Source: an optimization exercise on an open RTL-to-GDS flow (aim: small area). Production flows keep margins and buffers that such runs may drop. RTL that was checked went through simulation tests only; none was proved equivalent to the original. Power and IR drop assume default switching activity.

==> inputs of run a <==
==> flow/design.v <==
module PipelinedProcessor(
    input clk, reset,
    input [31:0] instruction_in,  
    input [31:0] data_in,         
    output reg [31:0] data_out,   
    output reg [31:0] address_out  
);
    reg [31:0] register_file[0:15];
    reg [3:0] d_rd;
    reg [3:0] d_rs_lo, d_rs_hi, d_rt_lo, d_rt_hi;
    reg [15:0] d_imm;
    reg d_sub, d_and, d_ld;         
    reg d_wr;                       
    wire [3:0] opcode = instruction_in[31:28];
    always @(posedge clk) begin
        d_rs_lo <= 4'b1 << instruction_in[25:24];
        d_rs_hi <= 4'b1 << instruction_in[27:26];
        d_rt_lo <= opcode == 4'b1000 ? 4'b0 : 4'b1 << instruction_in[21:20];
        d_rt_hi <= 4'b1 << instruction_in[23:22];
        d_rd <= instruction_in[19:16];
        d_imm <= opcode == 4'b1000 ? instruction_in[15:0] : 16'b0;
        d_sub <= opcode == 4'b0001;
        d_and <= opcode == 4'b0010;
    end
    always @(posedge clk or posedge reset) begin
        if (reset) begin
            d_wr <= 0;
            d_ld <= 0;
        end else begin
            d_wr <= opcode == 4'b0000 || opcode == 4'b0001 ||
                    opcode == 4'b0010 || opcode == 4'b1000;
            d_ld <= opcode == 4'b1000;
        end
    end
    reg [15:0] sel_a, sel_b;
    integer k;
    always @(*)
        for (k = 0; k < 16; k = k + 1) begin
            sel_a[k] = d_rs_hi[k / 4] & d_rs_lo[k % 4];
            sel_b[k] = d_rt_hi[k / 4] & d_rt_lo[k % 4];
        end
    reg [31:0] a, rb;
    integer i;
    always @(*) begin
        a = 0;
        rb = 0;
        for (i = 0; i < 16; i = i + 1) begin
            a = a | ({32{sel_a[i]}} & register_file[i]);
            rb = rb | ({32{sel_b[i]}} & register_file[i]);
        end
    end
    wire [31:0] b = rb | {16'b0, d_imm};
    localparam K = 12;
    localparam H = 32 - K;
    wire [K-1:0] b_lo = d_sub ? ~b[K-1:0] : b[K-1:0];
    wire [K:0] sum_lo = {1'b0, a[K-1:0]} + {1'b0, b_lo} + {{K{1'b0}}, d_sub};
    wire [K-1:0] res_lo = d_and ? (a[K-1:0] & b[K-1:0]) : sum_lo[K-1:0];
    reg [K-1:0] e_lo;
    reg [H-1:0] e_ahi, e_bhi;
    reg e_c;
    reg [31:0] w_res;
    reg [3:0] e_rd, m_rd, w_rd;
    reg e_wr, m_wr, w_wr;
    reg e_ld, m_ld, w_ld;
    wire [H-1:0] res_hi = e_ahi + e_bhi + {{(H-1){1'b0}}, e_c};
    always @(posedge clk) begin
        e_lo <= res_lo;
        e_c <= sum_lo[K] & ~d_and;
        e_ahi <= d_and ? (a[31:K] & b[31:K]) : a[31:K];
        e_bhi <= d_and ? {H{1'b0}} : d_sub ? ~b[31:K] : b[31:K];
        w_res <= address_out;
        address_out <= e_wr ? {res_hi, e_lo} : 32'b0;
        e_rd <= d_rd;
        m_rd <= e_rd;
        w_rd <= m_rd;
    end
    always @(posedge clk or posedge reset) begin
        if (reset) begin
            e_wr <= 0; m_wr <= 0; w_wr <= 0;
            e_ld <= 0; m_ld <= 0; w_ld <= 0;
            data_out <= 0;
        end else begin
            e_wr <= d_wr;
            m_wr <= e_wr;
            w_wr <= m_wr;
            e_ld <= d_ld;
            m_ld <= e_ld;
            w_ld <= m_ld;
            if (m_ld)
                data_out <= data_in;
        end
    end
    always @(posedge clk) begin
        if (w_wr)
            register_file[w_rd] <= w_ld ? data_out : w_res;
    end
endmodule
==> flow/flow/run.sh <==
#!/bin/bash
# The standard layout (standard.sh, synthesis included) with these changes to
# how it is made:
#  - before global placement the buffers synthesis inserted are removed
#    (pre_gpl.tcl), so that the resizer buffers those nets itself;
#  - the resizer may swap a cell for one of another footprint
#    (MATCH_CELL_FOOTPRINT=0);
#  - port buffers use the smallest buffer, sky130_fd_sc_hd__buf_1;
#  - clock tree synthesis inserts no dummy loads and builds the tree from
#    clkbuf_8 cells with sink clusters of up to 16 flip-flops.
# The make output goes to standard_make.log; each step's log is under orfs/logs.
set -euo pipefail
here=$(cd "$(dirname "$0")" && pwd)
export PRE_GLOBAL_PLACE_TCL="$here/pre_gpl.tcl"
export BUFFER_PORTS_ARGS="-buffer_cell sky130_fd_sc_hd__buf_1"
export CTS_ARGS="-sink_clustering_enable -repair_clock_nets -dont_use_dummy_load -buf_list sky130_fd_sc_hd__clkbuf_8 -sink_clustering_size 16 -sink_clustering_max_diameter 60"
bash standard.sh MATCH_CELL_FOOTPRINT=0 finish > standard_make.log 2>&1
==> flow/flow/pre_gpl.tcl <==
remove_buffers
==> flow/standard.sh <==
#!/bin/bash
# synth_recipe.tcl (not shown) runs the flow's synth.tcl, then flattens the netlist and writes it again
# the make line also repeats each setting of config.mk as NAME=value (left out here)
make -C /OpenROAD-flow-scripts/flow DESIGN_CONFIG=/design/flow/config.mk WORK_HOME=/design/flow/orfs CLKGATE_MAP_FILE= SYNTH_SCRIPT=/design/flow/synth_recipe.tcl "${@:-finish}"
==> flow/config.mk <==
export PLATFORM = sky130hd
export DESIGN_NAME = PipelinedProcessor
export DESIGN_NICKNAME = PipelinedProcessor
export VERILOG_FILES = /design/flow/design.v
export SDC_FILE = /design/flow/constraint.sdc
export NUM_CORES = 4
export LEC_CHECK = 0
export CAP_MARGIN = 20
export CORE_MARGIN = 2
export CORE_UTILIZATION = 55
export GPL_TIMING_DRIVEN = 1
export PLACE_DENSITY = 0.75
export SETUP_SLACK_MARGIN = 0.15
export SLEW_MARGIN = 20
==> flow/constraint.sdc <==
create_clock -name core_clock -period 5.0 [get_ports {clk}]
set_input_delay 1.0000 -clock core_clock [delete_from_list [all_inputs] [get_ports {clk}]]
set_output_delay 1.0000 -clock core_clock [all_outputs]
set_load 0.01 [all_outputs]
==> inputs of run b, as changes to run a <==
--- a/flow/design.v
+++ b/flow/design.v
@@ -15,10 +15,10 @@
     always @(posedge clk) begin
         d_rs_lo <= 4'b1 << instruction_in[25:24];
         d_rs_hi <= 4'b1 << instruction_in[27:26];
-        d_rt_lo <= opcode == 4'b1000 ? 4'b0 : 4'b1 << instruction_in[21:20];
+        d_rt_lo <= 4'b1 << instruction_in[21:20];
         d_rt_hi <= 4'b1 << instruction_in[23:22];
         d_rd <= instruction_in[19:16];
-        d_imm <= opcode == 4'b1000 ? instruction_in[15:0] : 16'b0;
+        d_imm <= instruction_in[15:0];
         d_sub <= opcode == 4'b0001;
         d_and <= opcode == 4'b0010;
     end
@@ -49,27 +49,20 @@
             rb = rb | ({32{sel_b[i]}} & register_file[i]);
         end
     end
-    wire [31:0] b = rb | {16'b0, d_imm};
-    localparam K = 12;
-    localparam H = 32 - K;
-    wire [K-1:0] b_lo = d_sub ? ~b[K-1:0] : b[K-1:0];
-    wire [K:0] sum_lo = {1'b0, a[K-1:0]} + {1'b0, b_lo} + {{K{1'b0}}, d_sub};
-    wire [K-1:0] res_lo = d_and ? (a[K-1:0] & b[K-1:0]) : sum_lo[K-1:0];
-    reg [K-1:0] e_lo;
-    reg [H-1:0] e_ahi, e_bhi;
+    wire [31:0] b = d_ld ? {16'b0, d_imm} : rb;
+    reg [31:0] e_a, e_b;
     reg e_c;
     reg [31:0] w_res;
     reg [3:0] e_rd, m_rd, w_rd;
     reg e_wr, m_wr, w_wr;
     reg e_ld, m_ld, w_ld;
-    wire [H-1:0] res_hi = e_ahi + e_bhi + {{(H-1){1'b0}}, e_c};
+    wire [31:0] res = e_a + e_b + {31'b0, e_c};
     always @(posedge clk) begin
-        e_lo <= res_lo;
-        e_c <= sum_lo[K] & ~d_and;
-        e_ahi <= d_and ? (a[31:K] & b[31:K]) : a[31:K];
-        e_bhi <= d_and ? {H{1'b0}} : d_sub ? ~b[31:K] : b[31:K];
+        e_a <= d_and ? (a & b) : a;
+        e_b <= d_and ? 32'b0 : d_sub ? ~b : b;
+        e_c <= d_sub;
         w_res <= address_out;
-        address_out <= e_wr ? {res_hi, e_lo} : 32'b0;
+        address_out <= e_wr ? res : 32'b0;
         e_rd <= d_rd;
         m_rd <= e_rd;
         w_rd <= m_rd;
==> flow/flow/run.sh (replaced) <==
#!/bin/bash
# The standard layout (standard.sh, synthesis included) with these changes to
# how it is made:
#  - port buffers use the smallest buffer, sky130_fd_sc_hd__buf_1;
#  - clock tree synthesis inserts no dummy loads and builds the tree from
#    clkbuf_8 cells with sink clusters of up to 16 flip-flops;
#  - after global routing, cells on paths with slack are downsized
#    (repair_timing -recover_power).
# The make output goes to standard_make.log; each step's log is under orfs/logs.
set -euo pipefail
export BUFFER_PORTS_ARGS="-buffer_cell sky130_fd_sc_hd__buf_1"
export CTS_ARGS="-sink_clustering_enable -repair_clock_nets -dont_use_dummy_load -buf_list sky130_fd_sc_hd__clkbuf_8 -sink_clustering_size 16 -sink_clustering_max_diameter 60"
export RECOVER_POWER=100
bash standard.sh > standard_make.log 2>&1
GPL_TIMING_DRIVEN = 0   (was 1)
PLACE_DENSITY = default   (was 0.75)
SETUP_SLACK_MARGIN = 0   (was 0.15)
removed: flow/flow/pre_gpl.tcl
==> inputs of run c, as changes to run a <==
--- a/flow/design.v
+++ b/flow/design.v
@@ -15,10 +15,10 @@
     always @(posedge clk) begin
         d_rs_lo <= 4'b1 << instruction_in[25:24];
         d_rs_hi <= 4'b1 << instruction_in[27:26];
-        d_rt_lo <= opcode == 4'b1000 ? 4'b0 : 4'b1 << instruction_in[21:20];
+        d_rt_lo <= 4'b1 << instruction_in[21:20];
         d_rt_hi <= 4'b1 << instruction_in[23:22];
         d_rd <= instruction_in[19:16];
-        d_imm <= opcode == 4'b1000 ? instruction_in[15:0] : 16'b0;
+        d_imm <= instruction_in[15:0];
         d_sub <= opcode == 4'b0001;
         d_and <= opcode == 4'b0010;
     end
@@ -49,8 +49,8 @@
             rb = rb | ({32{sel_b[i]}} & register_file[i]);
         end
     end
-    wire [31:0] b = rb | {16'b0, d_imm};
-    localparam K = 12;
+    wire [31:0] b = d_ld ? {16'b0, d_imm} : rb;
+    localparam K = 8;
     localparam H = 32 - K;
     wire [K-1:0] b_lo = d_sub ? ~b[K-1:0] : b[K-1:0];
     wire [K:0] sum_lo = {1'b0, a[K-1:0]} + {1'b0, b_lo} + {{K{1'b0}}, d_sub};
==> flow/flow/run.sh (replaced) <==
#!/bin/bash
# The standard layout (standard.sh) with three changes to how it is made:
#  - port buffers use the smallest buffer, sky130_fd_sc_hd__buf_1;
#  - clock tree synthesis inserts no dummy loads and builds the tree from
#    clkbuf_8 cells with larger sink clusters.
# Everything else, synthesis included, is the standard flow.
set -euo pipefail
export BUFFER_PORTS_ARGS="-buffer_cell sky130_fd_sc_hd__buf_1"
export CTS_ARGS="-sink_clustering_enable -repair_clock_nets -dont_use_dummy_load -buf_list sky130_fd_sc_hd__clkbuf_8 -sink_clustering_size 16 -sink_clustering_max_diameter 60"
bash standard.sh > standard_make.log 2>&1
CAP_MARGIN = 0   (was 20)
CORE_UTILIZATION = 65   (was 55)
GPL_TIMING_DRIVEN = 0   (was 1)
PLACE_DENSITY = default   (was 0.75)
SLEW_MARGIN = 0   (was 20)
removed: flow/flow/pre_gpl.tcl
==> notes.md <==
Run status:
- The run finished, with violations left.
- The layout checks failed on max-capacitance violations, max-slew violations, negative setup slack.

Route:
- The detailed-routed wire length on met3 is 22420 microns.

Power:
- The total power of the final layout is between 0.01 and 0.015 W.

STA:
- The final count of negative-setup-slack endpoints is 3.
- The final max-slew violation count is 100.
- The final setup slack of the worst path is -0.04710 ns.

Layout:
- After layout, the inverter instance count without clock inverters stands at 17.

Flow run:
- Across the run, the number of max-cap violations was 9.
Source of the figures above: run c

==> notes.md <==
Run status:
- The reasons given for failing layout checks are max-capacitance violations, max-slew violations.
- The flow ran to the end, but the layout failed its checks.

Setup path:
- Walking the worst path, the cells encountered are and2_1, clkbuf_1, clkbuf_1, clkbuf_1, a22o_1, a221oi_1, a31oi_1, o22a_1.
- The number of cells on the critical path is 8.

Route:
- In the detailed route, the total length drawn on met3 is roughly 22000 microns.
- The highest signal layer in the routed design is met5.

Die:
- In this run the core area contains 84 standard-cell rows.

Synthesis:
- Synthesis produced 2049 cells.

Power:
- The total power of the final layout is 0.01171 W.

Layout:
- Leaving out the clock tree, the finished layout contains an inverter count of 19.
- The biggest slice of the area belongs to sequential cells.

STA:
- The clock period could shrink to roughly 4.8 ns.
- The final max-slew violation count is approximately 200.

Flow run:
- The tool flagged a number of max-cap violations equal to 16.

Global routing:
- The initial antenna violation count is 10.
Source of the figures above: run b

==> notes.md <==
Run status:
- The flow ran to the end and the layout has no timing, DRC or antenna violations.

CTS:
- The clock reaches the later pin of the worst-skew pair after ~0.7 ns.

STA:
- The normalized max-slew margin is 0.2418.
- The final max-slew violation count is 0.
- The final setup slack of the worst path is between 0.7 and 0.8 ns.
- The final count of negative-setup-slack endpoints is 0.

Route:
- Wire segments on met2 add up to slightly above 40000 microns in the final route.
- The detailed-routed wire length on met3 is approximately 14000 microns.

Layout:
- Leaving out the clock tree, the finished layout contains an inverter count of 16.
Source of the figures above: run a

Only the layout flow was run in run c; the RTL was not checked for function there.

## afterwards: timing with drivers on the ports
How much do the figures lean on ideal ports? The routed layouts below were timed once more, with nothing changed but the port constraints.
Step 1 assumes that a clkbuf_16 drives the clock port and a buf_2 every other input.
Step 2, shift: input delay + t, output delay - t, t = (earliest + latest rising clock arrival at the registers) / 2. This alone moves slack from input paths to output paths.
Slacks: ideal ports / drivers / drivers and shift; pairs: ideal ports / drivers.
| run | t (ns) | setup slack, ns | hold WS [ns] | clock arrival spread, ns | cell pins on the clock port's net |
|---|---|---|---|---|---|
| run a | 0.741 | 0.724 / 0.724 / 0.724 | 0.332 / 0.332 / 0.332 | 0.086 / 0.086 | 1 |
| run b | 0.776 | 0.192 / 0.192 / 0.192 | 0.199 / 0.164 / 0.335 | 0.064 / 0.065 | 1 |
| run c | 0.784 | -0.047 / -0.047 / -0.047 | 0.329 / 0.292 / 0.335 | 0.091 / 0.091 | 1 |
